This is an optimization exercise on Yosys and OpenROAD, whose aim is small area, a short achievable clock period and few clock cycles, not a production implementation. RTL that was checked went through simulation tests only; none was proved equivalent to the original.

==> run F <==
// potato_cpu
module potato_cpu(input clk, input rst_n, input [7:0] start_pc,
      input [15:0] mem_rdata,
      output [7:0] mem_addr, output mem_we, output [15:0] mem_wdata,
      output halted, output [15:0] out);
==> module potato_cpu, before the edit <==
module potato_cpu(input clk, input rst_n, input [7:0] start_pc,
      input [15:0] mem_rdata,
      output [7:0] mem_addr, output mem_we, output [15:0] mem_wdata,
      output halted, output [15:0] out);
  reg [127:0] R;         
  reg [15:0] ir;         
  reg        iv;         
  reg        fv;         
  reg [7:0]  nf;         
  reg [7:0]  lf;         
  reg        rf;         
  reg        ldp;        
  reg [2:0]  ldr;        
  reg [7:0]  ea;         
  reg        eok;        
  reg [15:0] outr;       
  reg [7:0]  sa;         
  reg [7:0]  sb;         
  reg        s_n, s_l, s_r, s_a;    
  reg        f_mem;      
  reg        f_ldr;      
  reg        f_halt;     
  reg        f_add;      
  reg        f_sum;      
  wire is_alu   = ir[15] & ~ir[14] & ir[13];          
  wire is_mov   = ir[15] & ir[14] & ~ir[13];          
  wire is_movim = is_mov & ir[12];
  wire is_cmp   = is_alu & ~ir[12] & ir[11];
  wire is_and   = is_alu & ir[12] & ~ir[11];
  wire is_mvn   = is_alu & ir[12] & ir[11];
  wire halt    = iv & f_halt;
  wire ready   = iv & ~ldp;
  wire stall   = ready & f_mem & ~eok;
  wire exec    = ready & ~stall;
  wire use_ea  = ready & f_mem & eok;
  wire load_ir = ~ldp & ~halt & ~stall;
  reg [15:0] a, b;
  integer j;
  always @* begin
    a = 16'd0;
    b = 16'd0;
    for (j = 0; j < 8; j = j + 1) begin
      a = a | ({16{sa[j]}} & R[16*j +: 16]);
      b = b | ({16{sb[j]}} & R[16*j +: 16]);
    end
  end
  wire [15:0] bb = ({16{s_n}} & b) | ({16{s_l}} & {b[14:0], 1'b0})
                 | ({16{s_r}} & {s_a & b[15], b[15:1]})
                 | ({16{f_ldr}} & {{11{ir[4]}}, ir[4:0]});
  wire [15:0] sum;
  pfx_add #(16) add16(.a(a), .b(bb), .s(sum));
  wire [15:0] lres = is_and ? (a & bb) : (is_mvn ? ~bb : bb);    
  wire [15:0] res  = f_sum ? sum : lres;
  wire        wr_ex = exec & ((is_alu & ~is_cmp) | is_mov);
  wire        wen   = ldp | wr_ex;
  wire [2:0]  wa    = ldp ? ldr : (is_movim ? ir[10:8] : ir[7:5]);
  wire [15:0] wde   = ldp ? mem_rdata : {{8{ir[7]}}, ir[7:0]};
  wire        wsum  = ~ldp & f_add;
  wire [15:0] wd    = wsum ? sum : ((ldp | is_movim) ? wde : lres);
  genvar gi;
  generate for (gi = 0; gi < 8; gi = gi + 1) begin : rfw
    always @(posedge clk) if (wen && wa == gi) R[16*gi +: 16] <= wd;
  end endgenerate
  wire out_en = exec & ((is_alu & ~is_cmp) | (is_mov & ~ir[12]) | f_mem);
  always @(posedge clk) if (out_en) outr <= res;
  wire [15:0] nir = load_ir ? mem_rdata : ir;
  wire        n_ldr = ~nir[15];
  wire        n_str = nir[15] & ~nir[14] & ~nir[13];
  wire        n_sh  = nir[15] & (nir[14] ^ nir[13]);   
  wire [2:0]  n_rb  = n_str ? nir[7:5] : nir[2:0];
  wire [15:0] c;
  assign c = R[16*nir[10:8] +: 16];
  wire        wr_erl = ldp | (exec & is_movim);      
  wire [7:0]  eab = (wr_erl & (wa == nir[10:8])) ? wde[7:0] : c[7:0];
  wire [7:0]  ea_n;
  pfx_add #(8) add8(.a(eab), .b({{3{nir[4]}}, nir[4:0]}), .s(ea_n));
  wire hazard  = use_ea & ~f_ldr & fv & (ea == lf);
  wire refetch = rf | (stall & fv);
  assign mem_addr  = ~rst_n ? start_pc : (use_ea ? ea : (refetch ? lf : nf));
  assign mem_we    = use_ea & ~f_ldr;
  assign mem_wdata = b;
  always @(posedge clk) begin
    if (~rst_n) begin
      nf  <= start_pc + 8'd1;
      lf  <= start_pc;
      rf  <= 1'b0;
      fv  <= 1'b1;
      iv  <= 1'b0;
      ldp <= 1'b0;
    end else begin
      if (~use_ea & ~refetch) begin
        lf <= nf;
        nf <= nf + 8'd1;
      end
      rf  <= hazard;
      fv  <= ~use_ea;
      ldp <= use_ea & f_ldr;
      if (load_ir) iv <= fv & ~hazard;
    end
    ldr <= ir[7:5];
    if (load_ir) ir <= mem_rdata;
    sa     <= 8'd1 << nir[10:8];
    sb     <= 8'd1 << n_rb;
    s_n    <= ~n_ldr & ~(n_sh & (nir[4] | nir[3]));
    s_l    <= n_sh & ~nir[4] & nir[3];
    s_r    <= n_sh & nir[4];
    s_a    <= nir[3];
    f_mem  <= n_ldr | n_str;
    f_ldr  <= n_ldr;
    f_halt <= nir[15] & nir[14] & nir[13];
    f_add  <= nir[15] & ~nir[14] & nir[13] & ~nir[12] & ~nir[11];
    f_sum  <= n_ldr | (nir[15] & ~nir[14] & nir[13] & ~nir[12] & ~nir[11]);
    ea     <= ea_n;
    eok    <= ~(wen & ~wr_erl & (wa == nir[10:8]));
  end
  assign halted = halt;
  assign out = outr;
endmodule
Settings: LEC_CHECK=0, CAP_MARGIN=20, CORE_MARGIN=2, CORE_UTILIZATION=50, CTS_BUF_LIST=sky130_fd_sc_hd__clkbuf_16, CTS_CLUSTER_DIAMETER=200, CTS_CLUSTER_SIZE=24, SETUP_SLACK_MARGIN=1.5, SLEW_MARGIN=20; clock period 5.5 ns.
standard.sh (not shown) runs the stock make flow with config.mk's settings and CLKGATE_MAP_FILE= SYNTH_SCRIPT=/design/flow/synth_recipe.tcl, a recipe that flattens the netlist after the stock synthesis.
==> flow/flow/run.sh <==
#!/bin/bash
# Own layout flow: the standard ORFS flow, with the I/O port buffers made
# from plain buffers (sky130_fd_sc_hd__buf_2) instead of delay cells, and the
# resizer free to change a cell's footprint. Everything else is standard.
set -euo pipefail
cd "$(dirname "$0")/.."
bash standard.sh MATCH_CELL_FOOTPRINT=0 "BUFFER_PORTS_ARGS=-buffer_cell sky130_fd_sc_hd__buf_2" finish > flow_make.log 2>&1
==> inputs of run G, as changes to run F <==
==> flow/design.v (replaced) <==
module pfx_add #(parameter W = 16) (input [W-1:0] a, input [W-1:0] b, output [W-1:0] s);
  reg [W-1:0] g, p;
  integer l, i, k;
  always @* begin
    g = a & b;
    p = a ^ b;
    for (l = 1; l < W; l = l * 2)
      for (i = 0; i < W; i = i + 1)
        if (i & l) begin
          k = (i & ~(l - 1)) - 1;
          g[i] = g[i] | (p[i] & g[k]);
          p[i] = p[i] & p[k];
        end
  end
  assign s = (a ^ b) ^ {g[W-2:0], 1'b0};
endmodule
module potato_cpu(input clk, input rst_n, input [7:0] start_pc,
      input [15:0] mem_rdata,
      output [7:0] mem_addr, output mem_we, output [15:0] mem_wdata,
      output halted, output [15:0] out);
  reg [15:0] R [0:7];    
  reg [15:0] ir;         
  reg [7:0]  sa;         
  reg [7:0]  sb;         
  reg        iv;         
  reg        fv;         
  reg [7:0]  nf;         
  reg [7:0]  lf;         
  reg        rf;         
  reg        ldp;        
  reg [2:0]  ldr;        
  reg [7:0]  ea;         
  reg        eok;        
  reg [15:0] outr;       
  wire is_halt  = ir[15] & ir[14] & ir[13];           
  wire is_ldr   = ~ir[15];                            
  wire is_str   = ir[15] & ~ir[14] & ~ir[13];         
  wire is_mem   = ~ir[15] | (~ir[14] & ~ir[13]);
  wire is_alu   = ir[15] & ~ir[14] & ir[13];          
  wire is_mov   = ir[15] & ir[14] & ~ir[13];          
  wire is_movim = is_mov & ir[12];
  wire is_cmp   = is_alu & ~ir[12] & ir[11];
  wire halt    = iv & is_halt;
  wire ready   = iv & ~ldp;
  wire stall   = ready & is_mem & ~eok;
  wire exec    = ready & ~stall;
  wire use_ea  = exec & is_mem;
  wire load_ir = ~ldp & ~halt & ~stall;
  reg [15:0] a, b;
  integer j;
  always @* begin
    a = 16'd0;
    b = 16'd0;
    for (j = 0; j < 8; j = j + 1) begin
      a = a | ({16{sa[j]}} & R[j]);
      b = b | ({16{sb[j]}} & R[j]);
    end
  end
  wire sh_n = ~ir[4] & ~ir[3] | is_mem;                  
  wire sh_l = ~ir[4] &  ir[3] & ~is_mem;                 
  wire sh_r =  ir[4] & ~is_mem;                          
  wire [15:0] bs = ({16{sh_n}} & b) | ({16{sh_l}} & {b[14:0], 1'b0})
                 | ({16{sh_r}} & {ir[3] & b[15], b[15:1]});
  wire [15:0] sximm5 = {{11{ir[4]}}, ir[4:0]};
  wire [15:0] sximm8 = {{8{ir[7]}}, ir[7:0]};
  wire [15:0] bb = is_ldr ? sximm5 : bs;
  wire [15:0] sum;
  pfx_add #(16) add16(.a(a), .b(bb), .s(sum));
  reg [15:0] res;
  always @* begin
    if (is_ldr) res = sum;
    else if (~ir[13] | is_str) res = bs;    
    else case (ir[12:11])
      2'b00: res = sum;                     
      2'b10: res = a & bs;                  
      default: res = ~bs;                   
    endcase
  end
  wire        wr_ex = exec & ((is_alu & ~is_cmp) | is_mov);
  wire        wen   = ldp | wr_ex;
  wire [2:0]  wa    = ldp ? ldr : (is_movim ? ir[10:8] : ir[7:5]);
  wire [15:0] wd    = ldp ? mem_rdata : (is_movim ? sximm8 : res);
  always @(posedge clk) if (wen) R[wa] <= wd;
  wire out_en = exec & ((is_alu & ~is_cmp) | (is_mov & ~ir[12]) | is_mem);
  always @(posedge clk) if (out_en) outr <= res;
  wire [15:0] nir = load_ir ? mem_rdata : ir;
  wire [15:0] c   = R[nir[10:8]];
  wire [7:0]  ea_n;
  pfx_add #(8) add8(.a(c[7:0]), .b({{3{nir[4]}}, nir[4:0]}), .s(ea_n));
  wire hazard  = use_ea & is_str & fv & (ea == lf);
  wire refetch = rf | (stall & fv);
  assign mem_addr  = ~rst_n ? start_pc : (use_ea ? ea : (refetch ? lf : nf));
  assign mem_we    = use_ea & is_str;
  assign mem_wdata = b;
  always @(posedge clk) begin
    if (~rst_n) begin
      nf  <= start_pc + 8'd1;
      lf  <= start_pc;
      rf  <= 1'b0;
      fv  <= 1'b1;
      iv  <= 1'b0;
      ldp <= 1'b0;
    end else begin
      if (~use_ea & ~refetch) begin
        lf <= nf;
        nf <= nf + 8'd1;
      end
      rf  <= hazard;
      fv  <= ~use_ea;
      ldp <= use_ea & is_ldr;
      if (load_ir) iv <= fv & ~hazard;
    end
    ldr <= ir[7:5];
    if (load_ir) begin
      ir <= mem_rdata;
      sa <= 8'd1 << mem_rdata[10:8];
      sb <= 8'd1 << ((mem_rdata[15:13] == 3'b100) ? mem_rdata[7:5] : mem_rdata[2:0]);
    end
    ea  <= ea_n;
    eok <= ~(wen & (wa == nir[10:8]));
  end
  assign halted = halt;
  assign out = outr;
endmodule
==> flow/run.sh (new file) <==
#!/bin/bash
# synth_recipe.tcl (not shown) runs the flow's synth.tcl, then flattens the netlist and writes it again
# the make line also repeats each setting of config.mk as NAME=value (left out here)
make -C /OpenROAD-flow-scripts/flow DESIGN_CONFIG=/design/flow/config.mk WORK_HOME=/design/flow/orfs CLKGATE_MAP_FILE= SYNTH_SCRIPT=/design/flow/synth_recipe.tcl finish
Settings changed: CORE_UTILIZATION 50 to 55, CTS_BUF_LIST sky130_fd_sc_hd__clkbuf_16 to unset, CTS_CLUSTER_DIAMETER 200 to unset, CTS_CLUSTER_SIZE 24 to unset, SETUP_SLACK_MARGIN 1.5 to unset.
removed: flow/flow/run.sh
removed: flow/standard.sh
==> inputs of run Y, as changes to run F <==
Settings changed: CORE_UTILIZATION 50 to 65, CTS_BUF_LIST sky130_fd_sc_hd__clkbuf_16 to sky130_fd_sc_hd__clkbuf_4 sky130_fd_sc_hd__clkbuf_8, CTS_CLUSTER_DIAMETER 200 to unset, CTS_CLUSTER_SIZE 24 to 20.
==> results.json <==
{
  "timing.critical_path.depth": 16,
  "multi_input_comb_area_sq_mm": 0.004773,
  "tap_cells": 270,
  "yosys-top-cells-count": "sky130_fd_sc_hd__edfxtp_1 (184), sky130_fd_sc_hd__nand2_1 (134), sky130_fd_sc_hd__a22oi_1 (129)",
  "simple_logic_cell_fraction_of_the_synthesized_area": 0.1220,
  "reg2reg_slack_ns": 0.67,
  "outcome": "timing/DRC/antenna clean",
  "power.static_leakage_nw": 4.898,
  "detailedPlace.worstSlack_ns": 0.8474,
  "reg2reg_depth": 16,
  "cts.repair_timing.setup_buffer_count": 0
}
-- figures above: run G

==> results.json <==
{
  "power.static_leakage_nw": 5.131,
  "cts.repair_timing.setup_buffer_count": 15,
  "reg2reg_slack_ns": 1.50,
  "multi_input_comb_area_sq_mm": 0.005185,
  "outcome": "timing/DRC/antenna clean",
  "tap_cells": 225,
  "htree_num_levels": 2,
  "synth.cell_area_sq_mm": 0.01137,
  "netlist_top_cells_area": "sky130_fd_sc_hd__edfxtp_1 (42%), sky130_fd_sc_hd__dfxtp_1 (9.9%), sky130_fd_sc_hd__a22oi_1 (8.9%)",
  "synth_cell_types": 68,
  "yosys-top-cells-count": "sky130_fd_sc_hd__edfxtp_1 (160), sky130_fd_sc_hd__a22oi_1 (135), sky130_fd_sc_hd__nand2_1 (97)",
  "peakVddDrop_mv": 0.3393,
  "timing.critical_path.depth": 19,
  "simple_logic_cell_fraction_of_the_synthesized_area": 0.1155
}
-- figures above: run Y

==> results.json <==
{
  "cts.repair_timing.setup_buffer_count": 4,
  "yosys-top-cells-count": "sky130_fd_sc_hd__edfxtp_1 (160), sky130_fd_sc_hd__a22oi_1 (135), sky130_fd_sc_hd__nand2_1 (97)",
  "simple_logic_cell_fraction_of_the_synthesized_area": 0.1155,
  "post-synth-top-count-cell": "sky130_fd_sc_hd__edfxtp_1",
  "die_w_microns": 154.8,
  "outcome": "timing/DRC/antenna clean",
  "timing.critical_path.depth": 15,
  "reg2reg_depth": 15,
  "reg2reg_slack_ns": 1.60,
  "detailedPlace.worstSlack_ns": 0.9921,
  "power.static_leakage_nw": 4.827,
  "multi_input_comb_area_sq_mm": 0.005130,
  "tap_cells": 285
}
-- figures above: run F

Testbench counts of run F, summed over its fixed seeds: cycles 17,907.
Testbench counts of run Y, summed over its fixed seeds: cycles 17,907.
Function not checked in run G: the RTL went through the layout flow alone.

[static timing again, ports no longer ideal]
How much do the figures lean on ideal ports? The routed layouts below were timed once more, with nothing changed but the port constraints. Step 1 assumes that a clkbuf_16 drives the clock port and a buf_2 every other input. Step 2 adds t to the input delays and takes it off the output delays; t is the mean of the earliest and latest rising clock arrival at the registers after step 1. Input paths then give back, and output paths get back, about the clock's delay inside the block. Slacks: ideal / step 1 / step 2; pairs: ideal / step 1.
run | t, ns | setup WS [ns] | hold slack, ns | worst setup path at the end
run F | 0.528 | 1.598 / 1.598 / 1.220 | 0.392 / 0.392 / 0.392 | input to register
run G | 0.570 | 0.670 / 0.670 / 0.670 | 0.473 / 0.473 / 0.473 | register to register
run Y | 0.581 | 1.504 / 1.504 / 1.176 | 0.378 / 0.378 / 0.378 | input to register
After both steps every run listed still meets setup and hold. For run F, which loses most, drivers alone change the setup slack by 0.000 ns; drivers and shift together by -0.378 ns.
